This design comes from an exercise in tuning for small area on the open sky130 flow, not from production work. Function was checked by simulation only, so behaviour that the tests miss may differ from the original. No activity file was given, so power comes from the tool's default toggle rates.

<file path="flow/constraint.sdc">
create_clock -name core_clock -period 10.0 [get_ports {CLOCK_50}]
set_input_delay 2.0000 -clock core_clock [delete_from_list [all_inputs] [get_ports {CLOCK_50}]]
set_output_delay 2.0000 -clock core_clock [all_outputs]
set_load 0.01 [all_outputs]
</file>
<file path="flow/design.v">
module char_decoder(
        output reg [255:0] OUT,
        input [3:0] IN
    );
    always @(*)
    begin
        case(IN[3:0])
                4'd1:  OUT = {{16{1'b0}}, {16{1'b0}}, {16{1'b0}}, 160'b0000000000100000_0000000000100000_0000000000100000_0000000000100000_0000000000100000_0000000000100000_0000000111100000_0000000000100000_0000000000100000_0000011111100000, {16{1'b0}}, {16{1'b0}}, {16{1'b0}}};  
                4'd2:  OUT = {{16{1'b0}}, {16{1'b0}}, {16{1'b0}}, 160'b0000011111100000_0000100000100000_0000100000100000_0000100000100000_0000100000100000_0000011111100000_0000001000100000_0000001000100000_0000001000100000_0000000111100000, {16{1'b0}}, {16{1'b0}}, {16{1'b0}}};  
                4'd3:  OUT = {{16{1'b0}}, {16{1'b0}}, {16{1'b0}}, 160'b0000001111000000_0000010000100000_0000010000000000_0000010000000000_0000010000000000_0000001111000000_0000000000100000_0000000000100000_0000010000100000_0000001111000000, {16{1'b0}}, {16{1'b0}}, {16{1'b0}}};  
                4'd4:  OUT = {{16{1'b0}}, {16{1'b0}}, {16{1'b0}}, 160'b0000011111100000_0000000000100000_0000000001000000_0000000010000000_0000000100000000_0000001000000000_0000010000000000_0000010000000000_0000010000100000_0000001111000000, {16{1'b0}}, {16{1'b0}}, {16{1'b0}}};  
                4'd5:  OUT = {{16{1'b0}}, {16{1'b0}}, {16{1'b0}}, 160'b0000001111000000_0000010000100000_0000010000000000_0000010000000000_0000010000000000_0000001110000000_0000010000000000_0000010000000000_0000010000100000_0000001111000000, {16{1'b0}}, {16{1'b0}}, {16{1'b0}}};  
                4'd6:  OUT = {{16{1'b0}}, {16{1'b0}}, {16{1'b0}}, 160'b0000000111000000_0000001000000000_0000010000000000_0000010000000000_0000011111000000_0000010000100000_0000010000100000_0000010000100000_0000010000100000_0000001111000000, {16{1'b0}}, {16{1'b0}}, {16{1'b0}}};  
                4'd7:  OUT = {{16{1'b0}}, {16{1'b0}}, {16{1'b0}}, 160'b0000111100111000_0001000010010000_0001000010010000_0001000010010000_0001000010010000_0001000010010000_0001000010010000_0001000010010000_0001000010011000_0000111100010000, {16{1'b0}}, {16{1'b0}}, {16{1'b0}}};  
                4'd8:  OUT = {{16{1'b0}}, {16{1'b0}}, {16{1'b0}}, 160'b0000000000100000_0000000000100000_0000000000100000_0000000000100000_0000000000100000_0000011111100000_0000010000100000_0000010000100000_0000010000100000_0000011111100000, {16{1'b0}}, {16{1'b0}}, {16{1'b0}}};  
                4'd9:  OUT = {{16{1'b0}}, {16{1'b0}}, {16{1'b0}}, 160'b0000000111000000_0000000010000000_0000000010000000_0000000010000000_0000000010000000_0000000010000000_0000000010000000_0000000010000000_0000000000110000_0000000010000000, {16{1'b0}}, {16{1'b0}}, {16{1'b0}}};  
                4'd10: OUT = {{16{1'b0}}, {16{1'b0}}, {16{1'b0}}, 160'b0000111011100000_0001000100010000_0001000100010000_0001000100010000_0001000100010000_0001000000010000_0001000000010000_0001000000010000_0001000000010000_0001000000010000, {16{1'b0}}, {16{1'b0}}, {16{1'b0}}};  
                4'd11: OUT = {{16{1'b0}}, {16{1'b0}}, {16{1'b0}}, 160'b0000000111000000_0000000010000000_0000000010000000_0000000010000000_0000000010000000_0000000010000000_0000000010000000_0000000010000000_0000000010000000_0000000111000000, {16{1'b0}}, {16{1'b0}}, {16{1'b0}}};  
                4'd12: OUT = {{16{1'b0}}, {16{1'b0}}, {16{1'b0}}, 160'b0000010000100000_0000011000100000_0000011000100000_0000010100100000_0000010100100000_0000010010100000_0000010010100000_0000010001100000_0000010001100000_0000010000100000, {16{1'b0}}, {16{1'b0}}, {16{1'b0}}};  
                default: OUT = {256{1'b0}};  
        endcase
    end
endmodule
module draw_board_datapath(
    input clk,
	input resetn,
	input write,
	input update_x_y,
	output reg [2:0] colour,
    output reg [7:0] x,
    output reg [6:0] y, 
    output reg plot,
	output reg [14:0] long_counter,
	output reg [7:0] counter,
	input [2:0] raw_x,
	input [2:0] raw_y,
	output reg [5:0] x_y_pos,  
	input [2:0] current_phase,
	input [2:0] mouse_x,
	input [2:0] mouse_y,
	input [5:0] draw_value,
	input turn_player
    );
	wire [255:0] unit_pixels;
	char_decoder c_d1(
		.OUT(unit_pixels[255:0]),
		.IN(draw_value[4:0])
	);
    always@(posedge clk) begin
		if (update_x_y) begin
			x_y_pos <= x_y_pos + 1'b1; 
		end
		else if (write) begin
			case(draw_value[4:0])
				5'b11000: begin  
					x <= long_counter[7:0];
					y <= long_counter[14:8];
					colour <= 3'b111;
					plot <= 1'b1;
					long_counter <= long_counter + 1'b1;
				end
				5'b11100: begin  
					x <= 8'd138 + counter[3:0];
					y <= 4'd30 + counter[7:4];
					colour <= turn_player ? 3'b100 : 3'b001;
					plot <= 1'b1;
					counter <= counter + 1'b1;
				end
				5'b00000: begin  
					x <= 1'b1 + x_y_pos[2:0]*5'd17 + counter[3:0];
					y <= 1'b1 + x_y_pos[5:3]*5'd17 + counter[7:4];
					plot <= 1'b1;
					if ((raw_x[2:0] == x_y_pos[2:0]) && (raw_y[2:0] == x_y_pos[5:3]))
						colour <= 3'b101;
					else
						colour <= 3'b000;
					counter <= counter + 1'b1;
				end
				5'b11111: begin  
					x <= 1'b1 + x_y_pos[2:0]*5'd17 + counter[3:0];
					y <= 1'b1 + x_y_pos[5:3]*5'd17 + counter[7:4];
					colour <= 3'b111;
					plot <= 1'b1;
					counter <= counter + 1'b1;
				end
				default: begin
						x <= 1'b1 + x_y_pos[2:0]*5'd17 + counter[3:0];
						y <= 1'b1 + x_y_pos[5:3]*5'd17 + counter[7:4];
						plot <= 1'b1;
					if ((current_phase[2:0] == 3'd3) && (mouse_x[2:0] == x_y_pos[2:0]) && (mouse_y[2:0] == x_y_pos[5:3]))
						colour <= (unit_pixels[counter[3:0]+16*counter[7:4] +: 1] && draw_value[5:5] == turn_player) ? 3'b111 : 3'b010;
					else if ((raw_x[2:0] == x_y_pos[2:0]) && (raw_y[2:0] == x_y_pos[5:3]))
						colour <= (unit_pixels[counter[3:0]+16*counter[7:4] +: 1] && draw_value[5:5] == turn_player) ? 3'b111 : (draw_value[5:5] ? 3'b110 : 3'b011);
					else
						colour <= (unit_pixels[counter[3:0]+16*counter[7:4] +: 1] && draw_value[5:5] == turn_player) ? 3'b111 : (draw_value[5:5] ? 3'b100 : 3'b001);
					counter <= counter + 1'b1;
				end
			endcase
		end
		if (!resetn) begin
			x_y_pos <= 6'd0;
			long_counter <= 15'd0;
			counter <= 8'd0;
			x <= 8'd0;
			y <= 7'd0;
			colour <= 3'd0;
			plot <= 1'b0;
		end
	end
endmodule
module draw_board_control(clk, resetn, board, long_counter, counter, x_y_pos, write, update_x_y, draw_value);
	input clk;
	input resetn;
	input [384:0] board;
	input [14:0] long_counter;
	input [7:0] counter;              
	input [5:0] x_y_pos;  
	output reg write;
	output reg update_x_y;
	output reg [5:0] draw_value;
	reg [2:0] current_state, next_state;
	localparam S_START = 3'd0,
			   S_DRAW_BOARD = 3'd1,
			   S_DRAW_PIECE = 3'd2,
			   S_UPDATE_X_Y = 3'd3,
			   S_DRAW_PLAYER_TURN = 3'd4;
	always @(posedge clk)
	begin
		case (current_state)
			S_START: next_state <= S_DRAW_BOARD;
			S_DRAW_BOARD: begin
				if (long_counter == 15'b1111111_10001000)
					next_state <= S_DRAW_PIECE;
				else
					next_state <= S_DRAW_BOARD;
			end
			S_DRAW_PIECE: begin
				if (counter == 8'b11111111)
					next_state <= S_UPDATE_X_Y;
				else
					next_state <= S_DRAW_PIECE;
			end
			S_UPDATE_X_Y: next_state <= S_DRAW_PIECE;
		endcase
		if (!resetn)
			next_state <= S_START;
	end
	always @(posedge clk)
	begin
		write <= 1'b0;
		draw_value <= 6'd0;
		update_x_y <= 1'b0;
		case (current_state)
			S_DRAW_BOARD: begin
				write <= 1'b1;
				draw_value <= 6'b011000;  
			end
			S_DRAW_PIECE: begin
				write <= 1'b1;
				draw_value <= board[(x_y_pos[2:0] + x_y_pos[5:3]*8)*6 +: 6];
			end
			S_UPDATE_X_Y: begin
				update_x_y <= 1'b1;
			end
			S_DRAW_PLAYER_TURN: begin
				write <= 1'b1;
				draw_value <= 6'b011100;
			end
		endcase
		if (!resetn) begin
			write <= 1'b0;
			update_x_y <= 1'b0;
			draw_value <= 6'd0;
		end
	end
	always @(posedge clk)
	begin
		current_state <= next_state;  
		if (!resetn)
			current_state <= S_START;
	end
endmodule
module datapath(
    input clk,
    input resetn,
	input [2:0] raw_x,
	input [2:0] raw_y,
		input [2:0] current_phase,
		input [1:0]command,  
		input go,  
		output reg [2:0] mouse_x,
		output reg [2:0] mouse_y,
		output [11:0] ledr,
	output reg [384:0] board 
    );
	reg [2:0] c_r;
	reg [7:0] x_r;
	reg [6:0] y_r;
	reg [50:0] score;
	reg [8:0] pos;
	reg turn;
	localparam
	C_CAPTURE = 2'b00,
	C_DIE	= 2'b01,
	C_TRADE= 2'b10;
	localparam
		REMOVE_SQUARE = 2'd0,  
		DRAW_SQUARE = 2'd1,
		DRAW_LETTER = 2'd2,
		DRAW_CURSOR = 2'd3;
	localparam
		S_P1_START = 3'b000,
		S_P2_START = 3'b001,
		S_TURN =  3'b010,
		S_MOVE =  3'b011,
		S_CAP =   3'b100,
		S_CAP2 =  3'b101,
		S_STATE1 =  3'b110,
		S_DEAD =   3'b111;
	localparam
		U_F	=5'b00001,
		U_B	=5'b00010,
		U_S	=5'b00011,
		U_2 =5'b00100,
		U_3	=5'b00101,
		U_9	=5'b00110,
		U_10=5'b00111,
		U_P = 5'b01000,
		U_1 = 5'b01001,
		U_W = 5'b01010,
		U_I = 5'b01011,
		U_N = 5'b01100,
		U_BLANK = 6'b000000,
		U_NMOVE = 6'b111111;
	assign ledr[11:6] = board[ (mouse_x[2:0] + mouse_y[2:0] * 4'd8) * 4'd6+:6];
	assign ledr[2:0] = mouse_y;
	assign ledr[5:3] = mouse_x;
	always@(posedge clk) begin
		if(!resetn) begin
			pos <= 1'b0;
			mouse_x <= 3'd0;
			mouse_y <= 3'd0;
		end 
		else begin
			pos <= (raw_x[2:0] + raw_y[2:0] * 4'd8) * 4'd6;
			case (current_phase)
				S_TURN: begin	
					mouse_y[2:0] <= raw_y[2:0];				
					mouse_x[2:0] <= raw_x[2:0];
				end	
				S_CAP:
				begin
					case (command)
						C_CAPTURE:
						begin
							board[ pos+:6] <= board[ (mouse_x + mouse_y * 4'd8) * 4'd6 +: 6];
						end
						C_DIE: board[ (mouse_x + mouse_y * 4'd8) * 4'd6 +:6] <= 6'b000000;
					endcase
				end
				S_CAP2:
				begin
					case (command)
						C_CAPTURE:
						begin
							board[ (mouse_x + mouse_y * 4'd8) * 4'd6+: 6] <= 6'b000000;
						end
					endcase
				end
			endcase
		end
        if(!resetn) begin
				board <= 336'b100001_100010_000000_000000_000000_000000_000000_000000_100010_100011_000000_000000_000000_000000_000000_000000_100100_100100_000000_111111_111111_000000_000111_000110_100101_100111_000000_000000_000000_000000_000101_000101_100000_100000_000000_111111_111111_000000_000100_000100_000000_000000_000000_000000_000000_000000_000011_000010_000000_000000_000000_000000_000000_000000_000010_000001;
        end
      end
endmodule
module control(
	input clk, 
	input resetn,
	input go, 
	input back,
	output [11:0]ledr, 
		output reg [2:0]current_phase,
		output reg [1:0]command,
		output reg turn_player,
		input [384:0] board,
		input [2:0] raw_x,
		input [2:0] raw_y,
		input [2:0] mouse_x,
		input [2:0] mouse_y
	);		
	reg [2:0] next_phase;
	reg temp;  
	reg [8:0] pos;
	localparam
		C_CAPTURE = 2'b00,
		C_DIE	= 2'b01,
		C_TRADE= 2'b10;
	localparam
		U_F	=5'b00001,
		U_B	=5'b00010,
		U_S	=5'b00011,
		U_2 =5'b00100,
		U_3	=5'b00101,
		U_9	=5'b00110,
		U_10=5'b00111,
		U_P = 5'b01000,
		U_1 = 5'b01001,
		U_W = 5'b01010,
		U_I = 5'b01011,
		U_N = 5'b01100,
		U_BLANK = 6'b000000,
		U_NMOVE = 6'b111111;
	localparam
			S_P1_START = 3'd0,
			S_P2_START = 3'd1,
			S_TURN =  3'd2,
			S_MOVE =  3'd3,
			S_CAP =   3'd4,
			S_CAP2 =  3'd5,
			S_STATE1 =  3'd6,
			S_DEAD =   3'd7,
			S_LOAD_X = 			4'd7,
			S_LOAD_X_WAIT = 	4'd1,
			S_LOAD_Y = 			4'd2,
			S_LOAD_Y_WAIT = 	4'd3,
			S_LOAD_COLOUR = 	4'd4,
			S_LOAD_COLOUR_WAIT =4'd5,
			S_LOAD_COLOUR2 = 	4'd6,
			S_LOAD_COLOUR2_WAIT=4'd7,
			S_CYCLE_0 = 		4'd8,
			S_START =			4'd0;
	assign ledr[2:0] = current_phase;
	assign ledr[3:3] = turn_player;
	assign ledr[11:4] = 8'd0;
	always @(posedge clk)
	begin
		pos <= (raw_x[2:0] + raw_y[2:0] * 4'd8) * 4'd6;
		case (current_phase)
			S_TURN: 	
			begin
				next_phase <= S_TURN;
				if (go)
							begin
							next_phase <= S_MOVE;		
							end
			end
			S_MOVE: begin			
				if (back)
					next_phase <= S_TURN;
				else if (go) begin
					if ((raw_x[2:0] > mouse_x ? raw_x[2:0] - mouse_x : mouse_x - raw_x[2:0]) + (raw_y[2:0] > mouse_y ? raw_y[2:0] - mouse_y : mouse_y - raw_y[2:0]) == 1'b1)
					begin	
						if (board[ pos+:6] == 6'b000000) begin
							command <= C_CAPTURE;
							next_phase <=S_CAP;
						end
						else if (board[ pos+:6] != 6'b111111 && board[ pos+:1] != turn_player) 
						begin
							next_phase <=S_CAP;
							if (board[ (mouse_x + mouse_y * 4'd8) * 4'd6+1 +:5] == board[ pos+1 +:5])
							begin
								command <= C_TRADE;
							end
							else if (board[ pos+1 +:5] == U_B)
								command <= C_DIE;
							else if (board[ pos+1 +:5] == U_F) begin
								command <= C_CAPTURE;
							end
							else if (board[ pos+1 +:5] == U_S)begin
								command <= C_CAPTURE;
							end
							else if (board[ (mouse_x + mouse_y * 4'd8) * 4'd6+1 +:5] == U_3 && board[ pos+1 +:5] == U_B)
							begin
								command <= C_CAPTURE;
							end
							else if (board[ (mouse_x + mouse_y * 4'd8) * 4'd6+1 +:5] == U_S && board[ pos+1 +:5] == U_10)
							begin
								command <= C_CAPTURE;
							end
							if (board[ (mouse_x + mouse_y * 4'd8) * 4'd6+1 +:5] > board[ pos+ 1 +:5])
							begin
								command <= C_CAPTURE;
							end
							else
								command <= C_DIE;
						end
					end
				end
				else next_phase <= S_MOVE;
			end
			S_CAP: next_phase <= S_CAP2;
			S_CAP2: 
				begin 
				next_phase <= S_TURN;
					if (turn_player == 1'b0)
						turn_player <= 1'b1;
					else
						turn_player <= 1'b0;
				end
		endcase
		if (!resetn) begin
			current_phase <= S_TURN;
			next_phase <= S_TURN;
			turn_player <= 1'b0;
			command <= C_CAPTURE;
			end
		else begin
			current_phase <= next_phase;
			end
	end
endmodule
module stratigo
	(
		CLOCK_50,						 
        KEY,
        SW,
		LEDR,
		PIX_X,
		PIX_Y,
		PIX_COLOUR,
		PIX_PLOT
	);
	input			CLOCK_50;				 
	input   [9:0]   SW;
	input   [3:0]   KEY;
	output  [17:0] LEDR;
	output	[7:0]	PIX_X;
	output	[6:0]	PIX_Y;
	output	[2:0]	PIX_COLOUR;
	output			PIX_PLOT;
	wire [2:0] colour;
	wire [7:0] x;
	wire [6:0] y;
	wire plot;
	wire [14:0] long_counter;
	wire [7:0] counter;
	wire [5:0] x_y_pos;
	wire write;
	wire update_x_y;
	wire [5:0] draw_value;
	wire resetn;
	wire turn_player;
	assign resetn = KEY[2];
	wire [384:0] board;
	wire [2:0] current_phase;
	wire [1:0] command;
	wire [2:0] mouse_x;
	wire [2:0] mouse_y;
	wire [11:0] control_ledr;
	assign PIX_X = x;
	assign PIX_Y = y;
	assign PIX_COLOUR = colour;
	assign PIX_PLOT = plot;
		draw_board_datapath board_path(
		.clk(CLOCK_50),
		.resetn(resetn),
		.write(write),
		.update_x_y(update_x_y),
		.colour(colour),
		.x(x),
		.y(y),
		.plot(plot),
		.long_counter(long_counter),
		.counter(counter),
		.raw_x(SW[5:3]),
		.raw_y(SW[2:0]),
		.x_y_pos(x_y_pos),
		.current_phase(current_phase),
		.mouse_x(mouse_x),
		.mouse_y(mouse_y),
		.draw_value(draw_value),
		.turn_player(turn_player)
		);
	draw_board_control board_control(
		.clk(CLOCK_50),
		.resetn(resetn),
		.board(board),
		.long_counter(long_counter),
		.counter(counter),
		.x_y_pos(x_y_pos),
		.write(write),
		.update_x_y(update_x_y),
		.draw_value(draw_value)
		);
	datapath d0(
		.clk(CLOCK_50),
		.resetn(resetn),
		.raw_x(SW[5:3]),
		.raw_y(SW[2:0]),
		.current_phase(current_phase),
		.command(command),
		.go(~KEY[1]),
		.mouse_x(mouse_x),
		.mouse_y(mouse_y),
		.ledr(LEDR[17:6]),
		.board(board)
		);
    control c0(
		.clk(CLOCK_50),
		.resetn(resetn),
		.go(~KEY[1]),
		.back(~KEY[0]),
		.ledr(control_ledr),  
		.current_phase(current_phase),
		.command(command),
		.turn_player(turn_player),
		.board(board),
		.raw_x(SW[5:3]),
		.raw_y(SW[2:0]),
		.mouse_x(mouse_x),
		.mouse_y(mouse_y)
		);
	assign LEDR[3:0] = control_ledr[3:0];
	assign LEDR[5:4] = 2'b00;
endmodule
</file>
<file path="flow/run.sh">
#!/bin/bash
# synth_recipe.tcl (not shown) runs the flow's synth.tcl, then flattens the netlist and writes it again
# the make line also repeats each setting of config.mk as NAME=value (left out here)
make -C /OpenROAD-flow-scripts/flow DESIGN_CONFIG=/design/flow/config.mk WORK_HOME=/design/flow/orfs CLKGATE_MAP_FILE= SYNTH_SCRIPT=/design/flow/synth_recipe.tcl finish
</file>
<file path="flow/config.mk">
export PLATFORM = sky130hd
export DESIGN_NAME = stratigo
export DESIGN_NICKNAME = stratigo
export VERILOG_FILES = /design/flow/design.v
export SDC_FILE = /design/flow/constraint.sdc
export NUM_CORES = 4
export LEC_CHECK = 0
export CAP_MARGIN = 20
export CORE_MARGIN = 2
export CORE_UTILIZATION = 40
export SLEW_MARGIN = 20
</file>
==> summary.txt <==
power by group:
group	internal [mW]	switching [mW]	leakage, nW
registers	2.07	0.0661	4.17
logic	0.610	1.54	11.7
clock network	1.56	1.08	1.12
metal layers:
metal	routed length [um]	vias to the layer above	GRT usage [%]
met5	146	-	0.630
met3	37200	1038	17.1
li1	-	19100	-
met4	19900	10	25.4
met2	95500	4019	49.8
met1	78900	23800	42.9
cells by family after synthesis:
family	after synthesis	synth area share [%]
other	1	0.00754
AND/OR/NAND/NOR	1274	11.0
buffers and inverters	575	5.41
adder cells (fa/ha/maj)	85	2.32
XOR/XNOR	76	1.38
AO/OA/AOI/OAI	1269	16.5
flip-flops	516	20.8
multiplexers	1135	42.6
state kept, by name, summed over array words and instances, names as in the netlist:
signal and flops:
c0.next_phase 3, board_control.draw_value 6, board_path.x 8, c0.pos 8
board_control.current_state 2, c0.command 1, board_path.x_y_pos 6, board_path.unit_pixels 41
board_path.colour 3, board_control.update_x_y 1, d0.board 385, board_path.y 7
c0.turn_player 1, board_path.plot 1, board_path.long_counter 15, d0.pos 8
board_path.counter 8, board_control.write 1, c0.current_phase 3, board_control.next_state 2
d0.mouse_x 3, d0.mouse_y 3
worst reg2reg max path: stages, from the launching register on:
cell and delay, ns:
dfxtp_4 0.97, clkinv_1 0.73, ha_4 0.68, nand2_2 0.61, buf_4 0.60, o221ai_1 0.42
o22ai_1 0.16, nor3_1 0.51, a21oi_1 0.10, a21oi_1 0.38, nand3_1 0.13, o21ai_0 0.21
ha_1 0.33, nor2b_1 0.13, o21ai_0 0.14, nand2b_1 0.08, a21oi_1 0.15, nor2b_1 0.06
o22ai_1 0.36, nand4_1 0.18, o21ai_0 0.22, and3_1 0.18, a311o_1 0.11
cell type report:
cell class                      instances  area share [%]
Multi-Input combinational cell       3841            68.9
Sequential cell                       516            19.3
Inverter                               91           0.654
Antenna cell                            5          0.0233
Tap cell                             1637            3.81
Clock buffer                           88            3.43
Timing Repair Buffer                  186            3.07
Clock inverter                         30           0.849
stage by stage:
step	cell area [um^2]	instances	total power, mW	hold slack [ns]	setup WS, ns
finish	53800	6394	6.93	0.459	2.49
global route	53800	6389	7.00	0.475	2.17
CTS	53700	6387	6.78	0.460	2.70
detailed placement	51400	6269	4.17	0.442	2.73
global placement	51400	6269	4.17	0.439	2.84
floorplan	49800	4932	3.29	0.422	4.22
path summary, 6_finish.rpt:
check             cells after the start             endpoint  slack (ns)              from
hold / removal                        2  c0.current_phase[2]        0.46  c0.next_phase[2]
setup reg to reg                     22        c0.command[0]        2.49     d0.mouse_x[0]
setup / recovery                     22        c0.command[0]        2.49     d0.mouse_x[0]
hold reg to reg                       2  c0.current_phase[2]        0.46  c0.next_phase[2]
cells in the final DEF (no fill, tap or decap), types with 23 or more instances in the layout:
| master | instances |
|---|---|
| clkbuf_16 | 67 |
| xnor2_1 | 39 |
| a221o_1 | 25 |
| o22ai_1 | 75 |
| ha_1 | 71 |
| clkdlybuf4s50_1 | 43 |
| dfxtp_1 | 508 |
| nand3_1 | 91 |
| nand2_1 | 501 |
| a21oi_1 | 324 |
| nand2b_1 | 23 |
| a221oi_1 | 47 |
| nand4_1 | 29 |
| mux2i_1 | 324 |
| o21ai_0 | 311 |
| xor2_1 | 27 |
| nor2_1 | 432 |
| o221ai_1 | 80 |
| buf_4 | 132 |
| mux4_2 | 757 |
| inv_1 | 81 |
| nor3_1 | 51 |
| nor2b_1 | 35 |
| o211ai_1 | 43 |
| a211oi_1 | 36 |
| a22oi_1 | 170 |
| mux2_2 | 34 |
==> results.toml <==
[synthesis]
synth-seq-cells = 516
yosysWarnings = 7
yosys.area.top_type = "mux4_2"
synth_area_um2 = 49800
ys_types = 95
syn_area_per_cell_um2 = 10.1
synth_common_cells = "mux4_2 (757), dfxtp_1 (516), nand2_1 (505)"
ys_seq_area_share_pct = 20.8
synth_edf_count = 0
synth.top_cell.area_share_pct = 34.3
synth_area_leaders = "mux4_2 (34%), dfxtp_1 (21%), mux2i_1 (6.5%)"
synth_cells = 4931
synth-async-reset-ratio_pct = 0
synth_most_common_cell = "mux4_2"
synthFlopType = "dfxtp_1"

[worst_setup_path]
slowest_stage = "dfxtp_4"
crit_type = "reg2reg"
critical-path-top-delay-family = "compound AO/OA/AOI/OAI gates"
cp.required_ns = 10.62
cp-start-kind = "flip-flop"
cp.arrival_ns = 8.13
crit_chain = "clkinv_1, ha_4, nand2_2, buf_4, o221ai_1, o22ai_1, nor3_1, a21oi_1, a21oi_1, nand3_1, o21ai_0, ha_1, nor2b_1, o21ai_0, nand2b_1, a21oi_1, nor2b_1, o22ai_1, nand4_1, o21ai_0, and3_1, a311o_1"
cpPeakStageDelay_ns = 0.97
critPathMaxFanout = 51
endpoint_kind = "flip-flop"
path_buf_inv = 2

[job]
max_cap_viol_count = 0

[finish]
area_growth_pct = 8.09
fillCellCount = 11900
register_area_um2 = 10400
layout.nets = 4802
multiInputGateArea_um2 = 37100
post-route-util_pct = 43.5
layout-drive-gt1-share_pct = 23.6

[clock_tree]
cts_num_sinks = 516
cts.path.max_buffers = 3
htree_levels = 3
post-cts-setup-buffers = 0
hold_buffers = 0
clk_pin_slew_ns = 0.06
cts_root_buf = "clkbuf_16"
cts_tree = "done"
clk_latency_ns = 0.72
cts_buffers = 66
cts_resized = 0

[timing]
drv_slew = 0
worst_pin_slew_ns = 1.29
timing.final.crit_share_pct = 75.1
setup-tns-final_ns = 0
fmax_ghz = 0.133
slew_headroom_pct = 13.7
rsz0062_at_grt = "false"
setup-violations-final = 0
final_hold_viol_count = 0
clock_skew_ns = 0.0562
period_needed_ns = 7.51

[min_path]
hp-class = "reg2reg"

[die]
die_y_um = 357
rows = 129
ios = 52
coreArea_um2 = 124000
start_util_pct = 40.2
die_area_um2 = 127000
die_x_um = 357

[drt]
wl_per_cell_um = 36.2
drt_iter0_drc = 7467
routed_wirelength_mm = 232
num_vias = 48000
drtPass1Iterations = 6
drc_errors = 0
ant_nets = 0
via_per_inst = 7.51

[pwr]
p_leak_nw = 17.0
power_density_nw_per_um2 = 129
ir_worst_vdd_uv = 136

[global_route]
antenna_found_initial = 12
overflow = 0
grt_start_max_net_pins = 129
grt_pass1_vias = 45100
grt_first_pass_wirelength_mm = 330
grtUsageTotal_pct = 35.7

[place]
port-buffer-count = 44
place_hpwl_mm = 155
place_congestion = 1.02

[run_status]
status = "timing/DRC/antenna clean"

what the ideal ports hide:
No port has a modelled driver above. Below, the same layout with a new extraction and two added sets of constraints.
Step 1 sets driving cells, clkbuf_16 on the clock port and buf_2 on the other inputs (assumed; they add their load-dependent delay and slew).
Step 2 times the ports against the registers' clock, not the clock port: input delays grow and output delays shrink by t, the midpoint of the rising clock arrivals with the driver on.
Three values: ideal, step 1, step 2; two values: the first two.
t (ns): 0.764
setup slack, ns: 2.490 / 2.490 / 2.490
worst setup path after step 2: register to register
pins driven straight from the clock port: 1
After both steps this run still meets setup and hold. For this run, drivers alone change the setup slack by 0.000 ns; drivers and shift together by 0.000 ns.
